This is an optimization exercise on Yosys and OpenROAD, whose aim is small area and a short achievable clock period, not a production implementation.
At most, simulation tests tie the RTL to the original design; equivalence was not proved.
No functional check of the RTL was part of run 2.
No activity file was given, so power comes from the tool's default toggle rates.

==> flow/design.v (outline; a module is shown in full before it is edited, if it fits) <==
// module FP16_mcl: 1189 lines
module FP16_mcl(
    input [15:0] data1,
    input [15:0] data2,
    input rst,
    input input_valid,
    input clk,
    output reg [15:0] datanew,
    output reg output_update
    );
  // ...
==> flow/flow/run.sh <==
#!/bin/bash
# The standard layout, with the port buffers made from the smallest buffer cell.
bash standard.sh 'BUFFER_PORTS_ARGS=-buffer_cell sky130_fd_sc_hd__buf_1' finish > standard.log 2>&1
==> flow/standard.sh <==
#!/bin/bash
# synth_recipe.tcl (not shown) runs the flow's synth.tcl, then flattens the netlist and writes it again
# the make line also repeats each setting of config.mk as NAME=value (left out here)
make -C /OpenROAD-flow-scripts/flow DESIGN_CONFIG=/design/flow/config.mk WORK_HOME=/design/flow/orfs CLKGATE_MAP_FILE= SYNTH_SCRIPT=/design/flow/synth_recipe.tcl "${@:-finish}"
==> flow/config.mk <==
export PLATFORM = sky130hd
export DESIGN_NAME = FP16_mcl
export DESIGN_NICKNAME = FP16_mcl
export VERILOG_FILES = /design/flow/design.v
export SDC_FILE = /design/flow/constraint.sdc
export NUM_CORES = 4
export LEC_CHECK = 0
export ABC_AREA = 1
export CAP_MARGIN = 20
export CORE_MARGIN = 2
export CORE_UTILIZATION = 60
export CTS_BUF_LIST = sky130_fd_sc_hd__clkbuf_4 sky130_fd_sc_hd__clkbuf_8
export SETUP_SLACK_MARGIN = 3.4
export SLEW_MARGIN = 20
==> flow/constraint.sdc <==
create_clock -name core_clock -period 5.5 [get_ports {clk}]
set_input_delay 1.1000 -clock core_clock [delete_from_list [all_inputs] [get_ports {clk}]]
set_output_delay 1.1000 -clock core_clock [all_outputs]
set_load 0.01 [all_outputs]
==> impl_metrics.env, run 1 <==
export IMPL_synth_common_cells="nand2_1 (174), dfxtp_1 (172), inv_1 (108)"
export IMPL_synthArstFlopShare_pct=2.27
export IMPL_mostFrequentLayoutCell="nand2_1"
export IMPL_tightest_slew_ns=0.932
export IMPL_path_clk_slew_ns=0.08
export IMPL_n_all_inverters=121
export IMPL_nClkBuffers=20
export IMPL_regArea_mm2=0.00355
export IMPL_cts_sinks=176
export IMPL_multiInputGateArea_mm2=0.00417
export IMPL_portBuffers=51
export IMPL_rsz0062_at_grt="false"
export IMPL_wl_per_cell_um=13.8
export IMPL_reg_largest_list="datanew x16, vld x3"
export IMPL_status="finished clean"
export IMPL_ant_nets=0
export IMPL_power_group_top="combinational cells"
export IMPL_cts_tree="built"
export IMPL_fp_dieW_um=121
export IMPL_relSlewSlack_pct=37.8
export IMPL_syn_avg_cell_area_um2=9.21
export IMPL_worstHoldEndpoint="sg0_r3"
export IMPL_required_ns=4.40
export IMPL_synth_top_family_by_area="adder cells"
export IMPL_skew_ns=0.00690
export IMPL_ctsResizeCount=3
export IMPL_drt_total_wl_um=15600
export IMPL_setup_viol_count_final=0
export IMPL_synth_compound_area_share_pct=8.61
export IMPL_nets=1072
export IMPL_grt_use_met1_pct=30.1
export IMPL_ioPinCount=52
export IMPL_avgViaCountPerCell=5.21
export IMPL_final_fill_count=1104
export IMPL_grt_overflow_total=0
export IMPL_synthDistinctLibCells=39
export IMPL_synth_most_common_cell="nand2_1"
export IMPL_h_tree_depth=4
export IMPL_grt_util_met3_pct=4.51
export IMPL_min_delay_path_depth=0
export IMPL_wl_met1_um=7030
export IMPL_ys_seq_elements=176
export IMPL_multi_input_area_share_pct=46.4
export IMPL_final_cells=1127
==> run 2, diff against run 1 <==
--- a/flow/design.v
+++ b/flow/design.v
@@ -48,16 +48,17 @@
     wire G6;
     wire G7;
     wire G8;
     wire G9;
     wire P1;
     wire P10;
     wire P11;
     wire P12;
+    wire P13;
     wire P14;
     wire P15;
     wire P16;
     wire P17;
     wire P18;
     wire P19;
     wire P2;
     wire P20;
@@ -449,31 +450,16 @@
     reg data2_7_r1;
     reg data2_6_r1;
     reg data2_5_r1;
     reg data2_4_r1;
     reg data2_3_r1;
     reg data2_2_r1;
     reg data2_1_r1;
     reg data2_0_r1;
-    reg one0_r1;
-    reg neg0_r1;
-    reg two0_r1;
-    reg one1_r1;
-    reg neg1_r1;
-    reg two1_r1;
-    reg one2_r1;
-    reg neg2_r1;
-    reg two2_r1;
-    reg one3_r1;
-    reg neg3_r1;
-    reg two3_r1;
-    reg one4_r1;
-    reg neg4_r1;
-    reg two4_r1;
     reg bp0_3_r2;
     reg bp1_1_r2;
     reg fc_1_2_0_r2;
     reg fs_1_6_3_r2;
     reg bp3_0_r2;
     reg hs_1_7_0_r2;
     reg bp2_3_r2;
     reg bp3_1_r2;
@@ -530,20 +516,32 @@
     reg fc_1_17_18_r2;
     reg hc_1_18_3_r2;
     reg fs_1_20_19_r2;
     reg n_bm5_11_c21_r2;
     reg fc_1_20_19_r2;
     reg bp0_0_r2;
     reg neg0_r2;
     reg bp0_1_r2;
+    reg bp0_1_r3;
+    reg g0_r3;
+    reg p0_r3;
+    reg fs_2_3_20_r3;
     reg fs_1_2_0_r2;
+    reg fs_1_2_0_r3;
+    reg g5_r3;
+    reg p5_r3;
+    reg g4_r3;
+    reg p4_r3;
+    reg g7_r3;
+    reg p7_r3;
+    reg g6_r3;
+    reg p6_r3;
     reg g8_r3;
     reg p8_r3;
-    reg G12_r3;
     reg ug13_r3;
     reg up13_r3;
     reg ug12_r3;
     reg up12_r3;
     reg ug15_r3;
     reg up15_r3;
     reg ug14_r3;
     reg up14_r3;
@@ -587,96 +585,96 @@
     assign es0 = inf0 | (~zero0 & ((data1_10_r1 ^ data2_10_r1)));
     assign es1 = inf0 | (~zero0 & ((data1_11_r1 ^ data2_11_r1) ^ (((data1_10_r1 & data2_10_r1)))));
     assign es2 = inf0 | (~zero0 & ((data1_12_r1 ^ data2_12_r1) ^ (((data1_11_r1 ^ data2_11_r1) & (data1_10_r1 & data2_10_r1)) | ((data1_11_r1 & data2_11_r1)))));
     assign es3 = inf0 | (~zero0 & ((data1_13_r1 ^ data2_13_r1) ^ (((data1_11_r1 ^ data2_11_r1) & (data1_12_r1 ^ data2_12_r1) & (data1_10_r1 & data2_10_r1)) | ((data1_12_r1 ^ data2_12_r1) & (data1_11_r1 & data2_11_r1)) | ((data1_12_r1 & data2_12_r1)))));
     assign es4 = inf0 | (~zero0 & ((data1_14_r1 ^ data2_14_r1) ^ (((data1_11_r1 ^ data2_11_r1) & (data1_12_r1 ^ data2_12_r1) & (data1_13_r1 ^ data2_13_r1) & (data1_10_r1 & data2_10_r1)) | ((data1_12_r1 ^ data2_12_r1) & (data1_13_r1 ^ data2_13_r1) & (data1_11_r1 & data2_11_r1)) | ((data1_13_r1 ^ data2_13_r1) & (data1_12_r1 & data2_12_r1)) | ((data1_13_r1 & data2_13_r1)))));
     assign es5 = inf0 | (~zero0 & ((((data1_11_r1 ^ data2_11_r1) & (data1_12_r1 ^ data2_12_r1) & (data1_13_r1 ^ data2_13_r1) & (data1_14_r1 ^ data2_14_r1) & (data1_10_r1 & data2_10_r1)) | ((data1_12_r1 ^ data2_12_r1) & (data1_13_r1 ^ data2_13_r1) & (data1_14_r1 ^ data2_14_r1) & (data1_11_r1 & data2_11_r1)) | ((data1_13_r1 ^ data2_13_r1) & (data1_14_r1 ^ data2_14_r1) & (data1_12_r1 & data2_12_r1)) | ((data1_14_r1 ^ data2_14_r1) & (data1_13_r1 & data2_13_r1)) | ((data1_14_r1 & data2_14_r1)))));
     assign sg0 = data1[15] ^ data2[15];
     assign z9_0 = (1'b1 & ~(|{data2_8_r1, data2_7_r1, data2_6_r1, data2_5_r1, data2_4_r1, data2_3_r1, data2_2_r1, data2_1_r1, data2_0_r1})) | (~(|{data1_0_r1}) & ~(|{data2_7_r1, data2_6_r1, data2_5_r1, data2_4_r1, data2_3_r1, data2_2_r1, data2_1_r1, data2_0_r1})) | (~(|{data1_1_r1, data1_0_r1}) & ~(|{data2_6_r1, data2_5_r1, data2_4_r1, data2_3_r1, data2_2_r1, data2_1_r1, data2_0_r1})) | (~(|{data1_2_r1, data1_1_r1, data1_0_r1}) & ~(|{data2_5_r1, data2_4_r1, data2_3_r1, data2_2_r1, data2_1_r1, data2_0_r1})) | (~(|{data1_3_r1, data1_2_r1, data1_1_r1, data1_0_r1}) & ~(|{data2_4_r1, data2_3_r1, data2_2_r1, data2_1_r1, data2_0_r1})) | (~(|{data1_4_r1, data1_3_r1, data1_2_r1, data1_1_r1, data1_0_r1}) & ~(|{data2_3_r1, data2_2_r1, data2_1_r1, data2_0_r1})) | (~(|{data1_5_r1, data1_4_r1, data1_3_r1, data1_2_r1, data1_1_r1, data1_0_r1}) & ~(|{data2_2_r1, data2_1_r1, data2_0_r1})) | (~(|{data1_6_r1, data1_5_r1, data1_4_r1, data1_3_r1, data1_2_r1, data1_1_r1, data1_0_r1}) & ~(|{data2_1_r1, data2_0_r1})) | (~(|{data1_7_r1, data1_6_r1, data1_5_r1, data1_4_r1, data1_3_r1, data1_2_r1, data1_1_r1, data1_0_r1}) & ~(|{data2_0_r1})) | (~(|{data1_8_r1, data1_7_r1, data1_6_r1, data1_5_r1, data1_4_r1, data1_3_r1, data1_2_r1, data1_1_r1, data1_0_r1}) & 1'b1);
-    assign neg0 = data2[1] & ~(data2[0] & 1'b0);
-    assign one0 = data2[0] ^ 1'b0;
-    assign two0 = (data2[1] & ~data2[0] & ~1'b0) | (~data2[1] & data2[0] & 1'b0);
-    assign bp0_0 = ((one0_r1 & data1_0_r1)) ^ neg0_r1;
-    assign bp0_1 = ((one0_r1 & data1_1_r1) | (two0_r1 & data1_0_r1)) ^ neg0_r1;
-    assign bp0_2 = ((one0_r1 & data1_2_r1) | (two0_r1 & data1_1_r1)) ^ neg0_r1;
-    assign bp0_3 = ((one0_r1 & data1_3_r1) | (two0_r1 & data1_2_r1)) ^ neg0_r1;
-    assign bp0_4 = ((one0_r1 & data1_4_r1) | (two0_r1 & data1_3_r1)) ^ neg0_r1;
-    assign bp0_5 = ((one0_r1 & data1_5_r1) | (two0_r1 & data1_4_r1)) ^ neg0_r1;
-    assign bp0_6 = ((one0_r1 & data1_6_r1) | (two0_r1 & data1_5_r1)) ^ neg0_r1;
-    assign bp0_7 = ((one0_r1 & data1_7_r1) | (two0_r1 & data1_6_r1)) ^ neg0_r1;
-    assign bp0_8 = ((one0_r1 & data1_8_r1) | (two0_r1 & data1_7_r1)) ^ neg0_r1;
-    assign bp0_9 = ((one0_r1 & data1_9_r1) | (two0_r1 & data1_8_r1)) ^ neg0_r1;
-    assign bp0_10 = ((one0_r1 & 1'b1) | (two0_r1 & data1_9_r1)) ^ neg0_r1;
-    assign bp0_11 = ((two0_r1 & 1'b1)) ^ neg0_r1;
-    assign nneg0 = ~neg0_r1;
-    assign neg1 = data2[3] & ~(data2[2] & data2[1]);
-    assign one1 = data2[2] ^ data2[1];
-    assign two1 = (data2[3] & ~data2[2] & ~data2[1]) | (~data2[3] & data2[2] & data2[1]);
-    assign bp1_0 = ((one1_r1 & data1_0_r1)) ^ neg1_r1;
-    assign bp1_1 = ((one1_r1 & data1_1_r1) | (two1_r1 & data1_0_r1)) ^ neg1_r1;
-    assign bp1_2 = ((one1_r1 & data1_2_r1) | (two1_r1 & data1_1_r1)) ^ neg1_r1;
-    assign bp1_3 = ((one1_r1 & data1_3_r1) | (two1_r1 & data1_2_r1)) ^ neg1_r1;
-    assign bp1_4 = ((one1_r1 & data1_4_r1) | (two1_r1 & data1_3_r1)) ^ neg1_r1;
-    assign bp1_5 = ((one1_r1 & data1_5_r1) | (two1_r1 & data1_4_r1)) ^ neg1_r1;
-    assign bp1_6 = ((one1_r1 & data1_6_r1) | (two1_r1 & data1_5_r1)) ^ neg1_r1;
-    assign bp1_7 = ((one1_r1 & data1_7_r1) | (two1_r1 & data1_6_r1)) ^ neg1_r1;
-    assign bp1_8 = ((one1_r1 & data1_8_r1) | (two1_r1 & data1_7_r1)) ^ neg1_r1;
-    assign bp1_9 = ((one1_r1 & data1_9_r1) | (two1_r1 & data1_8_r1)) ^ neg1_r1;
-    assign bp1_10 = ((one1_r1 & 1'b1) | (two1_r1 & data1_9_r1)) ^ neg1_r1;
-    assign bp1_11 = ((two1_r1 & 1'b1)) ^ neg1_r1;
-    assign nneg1 = ~neg1_r1;
-    assign neg2 = data2[5] & ~(data2[4] & data2[3]);
-    assign one2 = data2[4] ^ data2[3];
-    assign two2 = (data2[5] & ~data2[4] & ~data2[3]) | (~data2[5] & data2[4] & data2[3]);
-    assign bp2_0 = ((one2_r1 & data1_0_r1)) ^ neg2_r1;
-    assign bp2_1 = ((one2_r1 & data1_1_r1) | (two2_r1 & data1_0_r1)) ^ neg2_r1;
-    assign bp2_2 = ((one2_r1 & data1_2_r1) | (two2_r1 & data1_1_r1)) ^ neg2_r1;
-    assign bp2_3 = ((one2_r1 & data1_3_r1) | (two2_r1 & data1_2_r1)) ^ neg2_r1;
-    assign bp2_4 = ((one2_r1 & data1_4_r1) | (two2_r1 & data1_3_r1)) ^ neg2_r1;
-    assign bp2_5 = ((one2_r1 & data1_5_r1) | (two2_r1 & data1_4_r1)) ^ neg2_r1;
-    assign bp2_6 = ((one2_r1 & data1_6_r1) | (two2_r1 & data1_5_r1)) ^ neg2_r1;
-    assign bp2_7 = ((one2_r1 & data1_7_r1) | (two2_r1 & data1_6_r1)) ^ neg2_r1;
-    assign bp2_8 = ((one2_r1 & data1_8_r1) | (two2_r1 & data1_7_r1)) ^ neg2_r1;
-    assign bp2_9 = ((one2_r1 & data1_9_r1) | (two2_r1 & data1_8_r1)) ^ neg2_r1;
-    assign bp2_10 = ((one2_r1 & 1'b1) | (two2_r1 & data1_9_r1)) ^ neg2_r1;
-    assign bp2_11 = ((two2_r1 & 1'b1)) ^ neg2_r1;
-    assign nneg2 = ~neg2_r1;
-    assign neg3 = data2[7] & ~(data2[6] & data2[5]);
-    assign one3 = data2[6] ^ data2[5];
-    assign two3 = (data2[7] & ~data2[6] & ~data2[5]) | (~data2[7] & data2[6] & data2[5]);
-    assign bp3_0 = ((one3_r1 & data1_0_r1)) ^ neg3_r1;
-    assign bp3_1 = ((one3_r1 & data1_1_r1) | (two3_r1 & data1_0_r1)) ^ neg3_r1;
-    assign bp3_2 = ((one3_r1 & data1_2_r1) | (two3_r1 & data1_1_r1)) ^ neg3_r1;
-    assign bp3_3 = ((one3_r1 & data1_3_r1) | (two3_r1 & data1_2_r1)) ^ neg3_r1;
-    assign bp3_4 = ((one3_r1 & data1_4_r1) | (two3_r1 & data1_3_r1)) ^ neg3_r1;
-    assign bp3_5 = ((one3_r1 & data1_5_r1) | (two3_r1 & data1_4_r1)) ^ neg3_r1;
-    assign bp3_6 = ((one3_r1 & data1_6_r1) | (two3_r1 & data1_5_r1)) ^ neg3_r1;
-    assign bp3_7 = ((one3_r1 & data1_7_r1) | (two3_r1 & data1_6_r1)) ^ neg3_r1;
-    assign bp3_8 = ((one3_r1 & data1_8_r1) | (two3_r1 & data1_7_r1)) ^ neg3_r1;
-    assign bp3_9 = ((one3_r1 & data1_9_r1) | (two3_r1 & data1_8_r1)) ^ neg3_r1;
-    assign bp3_10 = ((one3_r1 & 1'b1) | (two3_r1 & data1_9_r1)) ^ neg3_r1;
-    assign bp3_11 = ((two3_r1 & 1'b1)) ^ neg3_r1;
-    assign nneg3 = ~neg3_r1;
-    assign neg4 = data2[9] & ~(data2[8] & data2[7]);
-    assign one4 = data2[8] ^ data2[7];
-    assign two4 = (data2[9] & ~data2[8] & ~data2[7]) | (~data2[9] & data2[8] & data2[7]);
-    assign bp4_0 = ((one4_r1 & data1_0_r1)) ^ neg4_r1;
-    assign bp4_1 = ((one4_r1 & data1_1_r1) | (two4_r1 & data1_0_r1)) ^ neg4_r1;
-    assign bp4_2 = ((one4_r1 & data1_2_r1) | (two4_r1 & data1_1_r1)) ^ neg4_r1;
-    assign bp4_3 = ((one4_r1 & data1_3_r1) | (two4_r1 & data1_2_r1)) ^ neg4_r1;
-    assign bp4_4 = ((one4_r1 & data1_4_r1) | (two4_r1 & data1_3_r1)) ^ neg4_r1;
-    assign bp4_5 = ((one4_r1 & data1_5_r1) | (two4_r1 & data1_4_r1)) ^ neg4_r1;
-    assign bp4_6 = ((one4_r1 & data1_6_r1) | (two4_r1 & data1_5_r1)) ^ neg4_r1;
-    assign bp4_7 = ((one4_r1 & data1_7_r1) | (two4_r1 & data1_6_r1)) ^ neg4_r1;
-    assign bp4_8 = ((one4_r1 & data1_8_r1) | (two4_r1 & data1_7_r1)) ^ neg4_r1;
-    assign bp4_9 = ((one4_r1 & data1_9_r1) | (two4_r1 & data1_8_r1)) ^ neg4_r1;
-    assign bp4_10 = ((one4_r1 & 1'b1) | (two4_r1 & data1_9_r1)) ^ neg4_r1;
-    assign bp4_11 = ((two4_r1 & 1'b1)) ^ neg4_r1;
-    assign nneg4 = ~neg4_r1;
+    assign neg0 = data2_1_r1 & ~(data2_0_r1 & 1'b0);
+    assign one0 = data2_0_r1 ^ 1'b0;
+    assign two0 = (data2_1_r1 & ~data2_0_r1 & ~1'b0) | (~data2_1_r1 & data2_0_r1 & 1'b0);
+    assign bp0_0 = ((one0 & data1_0_r1)) ^ neg0;
+    assign bp0_1 = ((one0 & data1_1_r1) | (two0 & data1_0_r1)) ^ neg0;
+    assign bp0_2 = ((one0 & data1_2_r1) | (two0 & data1_1_r1)) ^ neg0;
+    assign bp0_3 = ((one0 & data1_3_r1) | (two0 & data1_2_r1)) ^ neg0;
+    assign bp0_4 = ((one0 & data1_4_r1) | (two0 & data1_3_r1)) ^ neg0;
+    assign bp0_5 = ((one0 & data1_5_r1) | (two0 & data1_4_r1)) ^ neg0;
+    assign bp0_6 = ((one0 & data1_6_r1) | (two0 & data1_5_r1)) ^ neg0;
+    assign bp0_7 = ((one0 & data1_7_r1) | (two0 & data1_6_r1)) ^ neg0;
+    assign bp0_8 = ((one0 & data1_8_r1) | (two0 & data1_7_r1)) ^ neg0;
+    assign bp0_9 = ((one0 & data1_9_r1) | (two0 & data1_8_r1)) ^ neg0;
+    assign bp0_10 = ((one0 & 1'b1) | (two0 & data1_9_r1)) ^ neg0;
+    assign bp0_11 = ((two0 & 1'b1)) ^ neg0;
+    assign nneg0 = ~neg0;
+    assign neg1 = data2_3_r1 & ~(data2_2_r1 & data2_1_r1);
+    assign one1 = data2_2_r1 ^ data2_1_r1;
+    assign two1 = (data2_3_r1 & ~data2_2_r1 & ~data2_1_r1) | (~data2_3_r1 & data2_2_r1 & data2_1_r1);
+    assign bp1_0 = ((one1 & data1_0_r1)) ^ neg1;
+    assign bp1_1 = ((one1 & data1_1_r1) | (two1 & data1_0_r1)) ^ neg1;
+    assign bp1_2 = ((one1 & data1_2_r1) | (two1 & data1_1_r1)) ^ neg1;
+    assign bp1_3 = ((one1 & data1_3_r1) | (two1 & data1_2_r1)) ^ neg1;
+    assign bp1_4 = ((one1 & data1_4_r1) | (two1 & data1_3_r1)) ^ neg1;
+    assign bp1_5 = ((one1 & data1_5_r1) | (two1 & data1_4_r1)) ^ neg1;
+    assign bp1_6 = ((one1 & data1_6_r1) | (two1 & data1_5_r1)) ^ neg1;
+    assign bp1_7 = ((one1 & data1_7_r1) | (two1 & data1_6_r1)) ^ neg1;
+    assign bp1_8 = ((one1 & data1_8_r1) | (two1 & data1_7_r1)) ^ neg1;
+    assign bp1_9 = ((one1 & data1_9_r1) | (two1 & data1_8_r1)) ^ neg1;
+    assign bp1_10 = ((one1 & 1'b1) | (two1 & data1_9_r1)) ^ neg1;
+    assign bp1_11 = ((two1 & 1'b1)) ^ neg1;
+    assign nneg1 = ~neg1;
+    assign neg2 = data2_5_r1 & ~(data2_4_r1 & data2_3_r1);
+    assign one2 = data2_4_r1 ^ data2_3_r1;
+    assign two2 = (data2_5_r1 & ~data2_4_r1 & ~data2_3_r1) | (~data2_5_r1 & data2_4_r1 & data2_3_r1);
+    assign bp2_0 = ((one2 & data1_0_r1)) ^ neg2;
+    assign bp2_1 = ((one2 & data1_1_r1) | (two2 & data1_0_r1)) ^ neg2;
+    assign bp2_2 = ((one2 & data1_2_r1) | (two2 & data1_1_r1)) ^ neg2;
+    assign bp2_3 = ((one2 & data1_3_r1) | (two2 & data1_2_r1)) ^ neg2;
+    assign bp2_4 = ((one2 & data1_4_r1) | (two2 & data1_3_r1)) ^ neg2;
+    assign bp2_5 = ((one2 & data1_5_r1) | (two2 & data1_4_r1)) ^ neg2;
+    assign bp2_6 = ((one2 & data1_6_r1) | (two2 & data1_5_r1)) ^ neg2;
+    assign bp2_7 = ((one2 & data1_7_r1) | (two2 & data1_6_r1)) ^ neg2;
+    assign bp2_8 = ((one2 & data1_8_r1) | (two2 & data1_7_r1)) ^ neg2;
+    assign bp2_9 = ((one2 & data1_9_r1) | (two2 & data1_8_r1)) ^ neg2;
+    assign bp2_10 = ((one2 & 1'b1) | (two2 & data1_9_r1)) ^ neg2;
+    assign bp2_11 = ((two2 & 1'b1)) ^ neg2;
+    assign nneg2 = ~neg2;
+    assign neg3 = data2_7_r1 & ~(data2_6_r1 & data2_5_r1);
+    assign one3 = data2_6_r1 ^ data2_5_r1;
+    assign two3 = (data2_7_r1 & ~data2_6_r1 & ~data2_5_r1) | (~data2_7_r1 & data2_6_r1 & data2_5_r1);
+    assign bp3_0 = ((one3 & data1_0_r1)) ^ neg3;
+    assign bp3_1 = ((one3 & data1_1_r1) | (two3 & data1_0_r1)) ^ neg3;
+    assign bp3_2 = ((one3 & data1_2_r1) | (two3 & data1_1_r1)) ^ neg3;
+    assign bp3_3 = ((one3 & data1_3_r1) | (two3 & data1_2_r1)) ^ neg3;
+    assign bp3_4 = ((one3 & data1_4_r1) | (two3 & data1_3_r1)) ^ neg3;
+    assign bp3_5 = ((one3 & data1_5_r1) | (two3 & data1_4_r1)) ^ neg3;
+    assign bp3_6 = ((one3 & data1_6_r1) | (two3 & data1_5_r1)) ^ neg3;
+    assign bp3_7 = ((one3 & data1_7_r1) | (two3 & data1_6_r1)) ^ neg3;
+    assign bp3_8 = ((one3 & data1_8_r1) | (two3 & data1_7_r1)) ^ neg3;
+    assign bp3_9 = ((one3 & data1_9_r1) | (two3 & data1_8_r1)) ^ neg3;
+    assign bp3_10 = ((one3 & 1'b1) | (two3 & data1_9_r1)) ^ neg3;
+    assign bp3_11 = ((two3 & 1'b1)) ^ neg3;
+    assign nneg3 = ~neg3;
+    assign neg4 = data2_9_r1 & ~(data2_8_r1 & data2_7_r1);
+    assign one4 = data2_8_r1 ^ data2_7_r1;
+    assign two4 = (data2_9_r1 & ~data2_8_r1 & ~data2_7_r1) | (~data2_9_r1 & data2_8_r1 & data2_7_r1);
+    assign bp4_0 = ((one4 & data1_0_r1)) ^ neg4;
+    assign bp4_1 = ((one4 & data1_1_r1) | (two4 & data1_0_r1)) ^ neg4;
+    assign bp4_2 = ((one4 & data1_2_r1) | (two4 & data1_1_r1)) ^ neg4;
+    assign bp4_3 = ((one4 & data1_3_r1) | (two4 & data1_2_r1)) ^ neg4;
+    assign bp4_4 = ((one4 & data1_4_r1) | (two4 & data1_3_r1)) ^ neg4;
+    assign bp4_5 = ((one4 & data1_5_r1) | (two4 & data1_4_r1)) ^ neg4;
+    assign bp4_6 = ((one4 & data1_6_r1) | (two4 & data1_5_r1)) ^ neg4;
+    assign bp4_7 = ((one4 & data1_7_r1) | (two4 & data1_6_r1)) ^ neg4;
+    assign bp4_8 = ((one4 & data1_8_r1) | (two4 & data1_7_r1)) ^ neg4;
+    assign bp4_9 = ((one4 & data1_9_r1) | (two4 & data1_8_r1)) ^ neg4;
+    assign bp4_10 = ((one4 & 1'b1) | (two4 & data1_9_r1)) ^ neg4;
+    assign bp4_11 = ((two4 & 1'b1)) ^ neg4;
+    assign nneg4 = ~neg4;
     assign bm5_0 = data2_9_r1 ? 1'b0 : data1_0_r1;
     assign bm5_1 = data2_9_r1 ? data1_0_r1 : data1_1_r1;
     assign bm5_2 = data2_9_r1 ? data1_1_r1 : data1_2_r1;
     assign bm5_3 = data2_9_r1 ? data1_2_r1 : data1_3_r1;
     assign bm5_4 = data2_9_r1 ? data1_3_r1 : data1_4_r1;
     assign bm5_5 = data2_9_r1 ? data1_4_r1 : data1_5_r1;
     assign bm5_6 = data2_9_r1 ? data1_5_r1 : data1_6_r1;
     assign bm5_7 = data2_9_r1 ? data1_6_r1 : data1_7_r1;
@@ -685,18 +683,18 @@
     assign bm5_10 = data2_9_r1 ? data1_9_r1 : 1'b1;
     assign bm5_11 = data2_9_r1;
     assign n_bm5_2_c12 = ~bm5_2;
     assign n_bm5_2_c13 = ~bm5_2;
     assign n_bm5_5_c15 = ~bm5_5;
     assign n_bm5_7_c17 = ~bm5_7;
     assign n_bm5_9_c19 = ~bm5_9;
     assign n_bm5_11_c21 = ~bm5_11;
-    assign fs_1_2_0 = bp0_2 ^ bp1_0 ^ neg1_r1;
-    assign fc_1_2_0 = (bp0_2 & bp1_0) | (bp0_2 & neg1_r1) | (bp1_0 & neg1_r1);
+    assign fs_1_2_0 = bp0_2 ^ bp1_0 ^ neg1;
+    assign fc_1_2_0 = (bp0_2 & bp1_0) | (bp0_2 & neg1) | (bp1_0 & neg1);
     assign fs_1_4_1 = bp0_4 ^ bp1_2 ^ bp2_0;
     assign fc_1_4_1 = (bp0_4 & bp1_2) | (bp0_4 & bp2_0) | (bp1_2 & bp2_0);
     assign fs_1_5_2 = bp0_5 ^ bp1_3 ^ bp2_1;
     assign fc_1_5_2 = (bp0_5 & bp1_3) | (bp0_5 & bp2_1) | (bp1_3 & bp2_1);
     assign fs_1_6_3 = bp0_6 ^ bp1_4 ^ bp2_2;
     assign fc_1_6_3 = (bp0_6 & bp1_4) | (bp0_6 & bp2_2) | (bp1_4 & bp2_2);
     assign hs_1_7_0 = bp0_7 ^ bp1_5;
     assign hc_1_7_0 = bp0_7 & bp1_5;
@@ -835,40 +833,41 @@
     assign g18 = fs_3_18_43 & fc_3_17_42;
     assign p18 = fs_3_18_43 ^ fc_3_17_42;
     assign g19 = fs_3_19_44 & fc_3_18_43;
     assign p19 = fs_3_19_44 ^ fc_3_18_43;
     assign g20 = hs_3_20_9 & fc_3_19_44;
     assign p20 = hs_3_20_9 ^ fc_3_19_44;
     assign g21 = hs_3_21_10 & hc_3_20_9;
     assign p21 = hs_3_21_10 ^ hc_3_20_9;
-    assign G1 = bp0_1_r2 & g0;
-    assign P1 = bp0_1_r2 & p0;
-    assign P2 = fs_2_3_20 & fs_1_2_0_r2;
-    assign G3 = g5 | (p5 & g4);
-    assign P3 = p5 & p4;
-    assign G4 = g7 | (p7 & g6);
-    assign P4 = p7 & p6;
-    assign G5 = fs_1_2_0_r2 & G1;
-    assign P5 = fs_1_2_0_r2 & P1;
+    assign G1 = bp0_1_r3 & g0_r3;
+    assign P1 = bp0_1_r3 & p0_r3;
+    assign P2 = fs_2_3_20_r3 & fs_1_2_0_r3;
+    assign G3 = g5_r3 | (p5_r3 & g4_r3);
+    assign P3 = p5_r3 & p4_r3;
+    assign G4 = g7_r3 | (p7_r3 & g6_r3);
+    assign P4 = p7_r3 & p6_r3;
+    assign G5 = fs_1_2_0_r3 & G1;
+    assign P5 = fs_1_2_0_r3 & P1;
     assign G6 = P2 & G1;
     assign P6 = P2 & P1;
-    assign G7 = g6 | (p6 & G3);
-    assign P7 = p6 & P3;
+    assign G7 = g6_r3 | (p6_r3 & G3);
+    assign P7 = p6_r3 & P3;
     assign G8 = G4 | (P4 & G3);
     assign P8 = P4 & P3;
-    assign G9 = g4 | (p4 & G6);
-    assign P9 = p4 & P6;
+    assign G9 = g4_r3 | (p4_r3 & G6);
+    assign P9 = p4_r3 & P6;
     assign G10 = G3 | (P3 & G6);
     assign P10 = P3 & P6;
     assign G11 = G7 | (P7 & G6);
     assign P11 = P7 & P6;
     assign G12 = G8 | (P8 & G6);
     assign P12 = P8 & P6;
-    assign G13 = g8_r3 | (p8_r3 & G12_r3);
+    assign G13 = g8_r3 | (p8_r3 & G12);
+    assign P13 = p8_r3 & P12;
     assign hrs11 = fs_3_11_36 ^ fc_3_10_35;
     assign hrc12 = fs_3_11_36 & fc_3_10_35;
     assign hrs12 = fs_3_12_37 ^ fc_3_11_36;
     assign hrc13 = fs_3_12_37 & fc_3_11_36;
     assign hrs13 = fs_3_13_38 ^ fc_3_12_37;
     assign hrc14 = fs_3_13_38 & fc_3_12_37;
     assign hrs14 = fs_3_14_39 ^ fc_3_13_38;
     assign hrc15 = fs_3_14_39 & fc_3_13_38;
@@ -1051,42 +1050,27 @@
         data2_7_r1 <= data2[7];
         data2_6_r1 <= data2[6];
         data2_5_r1 <= data2[5];
         data2_4_r1 <= data2[4];
         data2_3_r1 <= data2[3];
         data2_2_r1 <= data2[2];
         data2_1_r1 <= data2[1];
         data2_0_r1 <= data2[0];
-        one0_r1 <= one0;
-        neg0_r1 <= neg0;
-        two0_r1 <= two0;
-        one1_r1 <= one1;
-        neg1_r1 <= neg1;
-        two1_r1 <= two1;
-        one2_r1 <= one2;
-        neg2_r1 <= neg2;
-        two2_r1 <= two2;
-        one3_r1 <= one3;
-        neg3_r1 <= neg3;
-        two3_r1 <= two3;
-        one4_r1 <= one4;
-        neg4_r1 <= neg4;
-        two4_r1 <= two4;
         bp0_3_r2 <= bp0_3;
         bp1_1_r2 <= bp1_1;
         fc_1_2_0_r2 <= fc_1_2_0;
         fs_1_6_3_r2 <= fs_1_6_3;
         bp3_0_r2 <= bp3_0;
         hs_1_7_0_r2 <= hs_1_7_0;
         bp2_3_r2 <= bp2_3;
         bp3_1_r2 <= bp3_1;
         fs_1_8_4_r2 <= fs_1_8_4;
         hs_1_8_1_r2 <= hs_1_8_1;
-        neg4_r2 <= neg4_r1;
+        neg4_r2 <= neg4;
         fs_1_9_5_r2 <= fs_1_9_5;
         hs_1_9_2_r2 <= hs_1_9_2;
         fc_1_8_4_r2 <= fc_1_8_4;
         fs_1_10_6_r2 <= fs_1_10_6;
         fs_1_10_7_r2 <= fs_1_10_7;
         fc_1_9_5_r2 <= fc_1_9_5;
         fs_1_11_8_r2 <= fs_1_11_8;
         fs_1_11_9_r2 <= fs_1_11_9;
@@ -1106,20 +1090,20 @@
         fs_1_16_17_r2 <= fs_1_16_17;
         bm5_6_r2 <= bm5_6;
         bm5_5_r2 <= bm5_5;
         hs_1_18_3_r2 <= hs_1_18_3;
         bm5_8_r2 <= bm5_8;
         bp4_11_r2 <= bp4_11;
         n_bm5_9_c19_r2 <= n_bm5_9_c19;
         fs_1_4_1_r2 <= fs_1_4_1;
-        neg2_r2 <= neg2_r1;
+        neg2_r2 <= neg2;
         fs_1_5_2_r2 <= fs_1_5_2;
         fc_1_4_1_r2 <= fc_1_4_1;
-        neg3_r2 <= neg3_r1;
+        neg3_r2 <= neg3;
         fc_1_5_2_r2 <= fc_1_5_2;
         fc_1_6_3_r2 <= fc_1_6_3;
         hc_1_7_0_r2 <= hc_1_7_0;
         hc_1_8_1_r2 <= hc_1_8_1;
         hc_1_9_2_r2 <= hc_1_9_2;
         fc_1_10_7_r2 <= fc_1_10_7;
         fc_1_11_9_r2 <= fc_1_11_9;
         fc_1_12_11_r2 <= fc_1_12_11;
@@ -1130,22 +1114,34 @@
         fc_1_16_17_r2 <= fc_1_16_17;
         bm5_7_r2 <= bm5_7;
         fc_1_17_18_r2 <= fc_1_17_18;
         hc_1_18_3_r2 <= hc_1_18_3;
         fs_1_20_19_r2 <= fs_1_20_19;
         n_bm5_11_c21_r2 <= n_bm5_11_c21;
         fc_1_20_19_r2 <= fc_1_20_19;
         bp0_0_r2 <= bp0_0;
-        neg0_r2 <= neg0_r1;
+        neg0_r2 <= neg0;
         bp0_1_r2 <= bp0_1;
+        bp0_1_r3 <= bp0_1_r2;
+        g0_r3 <= g0;
+        p0_r3 <= p0;
+        fs_2_3_20_r3 <= fs_2_3_20;
         fs_1_2_0_r2 <= fs_1_2_0;
+        fs_1_2_0_r3 <= fs_1_2_0_r2;
+        g5_r3 <= g5;
+        p5_r3 <= p5;
+        g4_r3 <= g4;
+        p4_r3 <= p4;
+        g7_r3 <= g7;
+        p7_r3 <= p7;
+        g6_r3 <= g6;
+        p6_r3 <= p6;
         g8_r3 <= g8;
         p8_r3 <= p8;
-        G12_r3 <= G12;
         ug13_r3 <= ug13;
         up13_r3 <= up13;
         ug12_r3 <= ug12;
         up12_r3 <= up12;
         ug15_r3 <= ug15;
         up15_r3 <= up15;
         ug14_r3 <= ug14;
         up14_r3 <= up14;
==> impl_metrics.env, run 2 <==
export IMPL_status="finished clean"
export IMPL_cp_arrival_ns=0.94
export IMPL_antennaDiodeCount=0
export IMPL_path_buf_inv=1
export IMPL_clkLatencyLatePin_ns=0.45
export IMPL_die_area_mm2=0.0146
export IMPL_reg_largest_list="datanew x16, vld x3"
export IMPL_drv_slew=0
export IMPL_worstSetupEndpointType="output pin"
export IMPL_area_growth_pct=12.2
export IMPL_final_cell_mix="dfxtp_1 (163), nand2_1 (148), inv_1 (109)"
export IMPL_path_max_fanout=1
export IMPL_hold_viol_final=0
export IMPL_fp_dieW_um=121
export IMPL_hold_start="bp0_1_r2"
export IMPL_grt_use_met1_pct=32.9
export IMPL_largest_register_ffs=16
export IMPL_min_period_over_period_pct=37.0
export IMPL_yosysTopAreaCell="dfxtp_1"
export IMPL_synthesis_area_mm2=0.00817
export IMPL_tightest_slew_ns=0.527
export IMPL_final_fill_count=1065
export IMPL_ioPinCount=52
export IMPL_gp_congestion=0.964
export IMPL_ys_seq_elements=174
export IMPL_fin_ws_ns=3.46
export IMPL_grt_antenna_before_repair=0
export IMPL_hold_slack_ns=0.332
export IMPL_grt_busiest_layer="met2"
export IMPL_finalSetupTns_ns=0
export IMPL_dr_pass1_iters=5
export IMPL_syn_avg_cell_area_um2=9.18
export IMPL_pre_cts_slack_ns=2.81
export IMPL_wl_per_cell_um=14.6
export IMPL_portBuffers=51
export IMPL_grt_pass1_vias=5826
export IMPL_synthDistinctLibCells=41
export IMPL_peakVddDrop_uv=270
export IMPL_grt_pass1_wl_um=27600
export IMPL_clockRootBuffer="clkbuf_8"
export IMPL_cp_cell_sequence="buf_1"
export IMPL_avgViaCountPerCell=5.20
export IMPL_startpoint="output_update"
export IMPL_multiInputGateArea_mm2=0.00425
export IMPL_h_tree_depth=4
export IMPL_required_ns=4.40
export IMPL_worstSetupPathType="flop to output pin"
export IMPL_setup_viol_count_final=0
export IMPL_rows=42
export IMPL_synth_common_cells="dfxtp_1 (170), nand2_1 (158), inv_1 (112)"
export IMPL_nets=1092
export IMPL_grt_util_met3_pct=5.42
export IMPL_top_register="datanew"
export IMPL_hp_class="flop to flop"
export IMPL_path_clk_slew_ns=0.09
export IMPL_max_clock_path_buffers=2
export IMPL_synth_main_ff_cell="dfxtp_1"
export IMPL_drt_total_wl_um=16800
export IMPL_synth_seq_area_share_pct=42.9
export IMPL_synth_area_leaders="dfxtp_1 (42%), fa_1 (11%), ha_1 (8.4%)"
export IMPL_drt_iter0_markers=418
export IMPL_slowest_delay_ns=0.37
export IMPL_grt_max_degree=23
export IMPL_postSynthCellCount=890
export IMPL_initial_core_util_pct=61.5
export IMPL_cp_start_kind="flop"
export IMPL_p_per_area_mw_per_mm2=507
export IMPL_crit_family="flip-flops"
export IMPL_syn_nets=1025
export IMPL_vias=5964
export IMPL_grt_usage_pct=24.3
export IMPL_layout_drive_gt1_share_pct=11.3
export IMPL_relSlewSlack_pct=64.8
export IMPL_mostFrequentLayoutCell="dfxtp_1"
export IMPL_p_leak_uw=0.00437
export IMPL_regArea_mm2=0.00352
export IMPL_slowest_stage="dfrtp_1"
export IMPL_synthArstFlopShare_pct=2.30
export IMPL_core_area_mm2=0.0133
export IMPL_drc=0
export IMPL_fin_util_pct=69.0
export IMPL_rsz0062_at_grt="true"
export IMPL_die_h_um=121
export IMPL_rr_startpoint="fs_1_15_16_r2"
export IMPL_cts_made_buffers=17
export IMPL_grt_overflow_total=0
export IMPL_netlist_area_leader_share_pct=41.7
export IMPL_p_total_uw=4650
export IMPL_met2_usage_pct=38.0
export IMPL_dp_hpwl_um=12500
export IMPL_synth_most_common_cell="dfxtp_1"
export IMPL_synth_edff_count=0
export IMPL_drv_cap=0
export IMPL_ant_nets=0
export IMPL_cts_tree="built"
export IMPL_ys_warnings_count=1
export IMPL_min_period_ns=2.04
export IMPL_cts_sinks=174
export IMPL_max_freq_mhz=491
export IMPL_skew_ns=0.0126
run 2: changes by cell type after synthesis, moves of 6 or more:
| cell | change |
|---|---|
| o21ai_0 | +18 |
| nand2_1 | -16 |
| xor2_1 | -6 |
| clkinv_1 | -6 |
| nor2_1 | +12 |
run 2: through the flow:
stage                     area (um^2)  instances
after floorplan                  8170        890
after global routing             9170       1146
final                            9170       1146
after detailed placement         8510       1099
after CTS                        8960       1134
after global placement           8510       1099
run 2: power breakdown:
| group | internal (uW) | switching, uW |
|---|---|---|
| registers | 1630 | 206 |
| clock network | 385 | 464 |
| logic | 772 | 1190 |
| total | 2790 | 1860 |
run 2: kinds of logic after synthesis:
| logic type | after synthesis | share of synthesized area [%] |
|---|---|---|
| compound gates | 130 | 9.17 |
| fa+ha+maj | 100 | 19.4 |
| buf+inv | 141 | 6.69 |
| simple gates | 278 | 14.6 |
| xor+xnor | 67 | 7.18 |
| flops | 174 | 42.9 |
run 2: cell type report:
type | count | area share, %
clock buffers | 19 | 2.78
clock inverters | 13 | 1.38
inverters | 121 | 5.20
multi-input cells | 575 | 46.4
flip-flops and latches | 174 | 38.4
well taps | 176 | 2.40
repair buffers | 67 | 3.40
repair inverters | 1 | 0.0409
run 2: final timing paths:
check | slack [ns] | end | cells after the start
min | 0.33 | bp0_1_r3 | 0
max reg2reg | 3.47 | up15_r3 | 4
min reg2reg | 0.33 | bp0_1_r3 | 0
min in group asynchronous | 0.48 | vld[2] | 2
max | 3.46 | output_update | 1
max in group asynchronous | 4.88 | output_update | 2
run 2: what timing repair did:
action / CTS / global route
buffers inserted: 3 / 11
hold buffers: 0 / 0
setup endpoints to repair: 56 / 41
pin swaps: 1 / 10
gates resized for setup: 17 / 40
cloned: 0 / 1
run 2: per-layer routing:
metal	wire (um)	share of wire, %
met2	7650	46
met1	7800	47
met3	911	5.4
met4	399	2.4
met5	0	0

==> port drivers added, routing unchanged <==
In the flow no input, the clock included, has a driving cell. The finished layouts below were timed again as built, in two steps. Step 1 sets driving cells, clkbuf_16 on the clock port and buf_2 on the other inputs (assumed; they add their load-dependent delay and slew). Step 2 adds t to the input delays and takes it off the output delays; t is the mean of the earliest and latest rising clock arrival at the registers after step 1. Input paths then give back, and output paths get back, about the clock's delay inside the block. Slacks: ideal / step 1 / step 2; pairs: ideal / step 1.
run	t (ns)	setup WS [ns]	worst hold slack (ns)	worst slew at a driven data input, ns
run 1	0.487	3.464 / 3.427 / 3.484	0.332 / 0.332 / 0.332	0.04
run 2	0.485	3.463 / 3.424 / 3.467	0.332 / 0.332 / 0.332	0.03
After both steps every run listed still meets setup and hold.
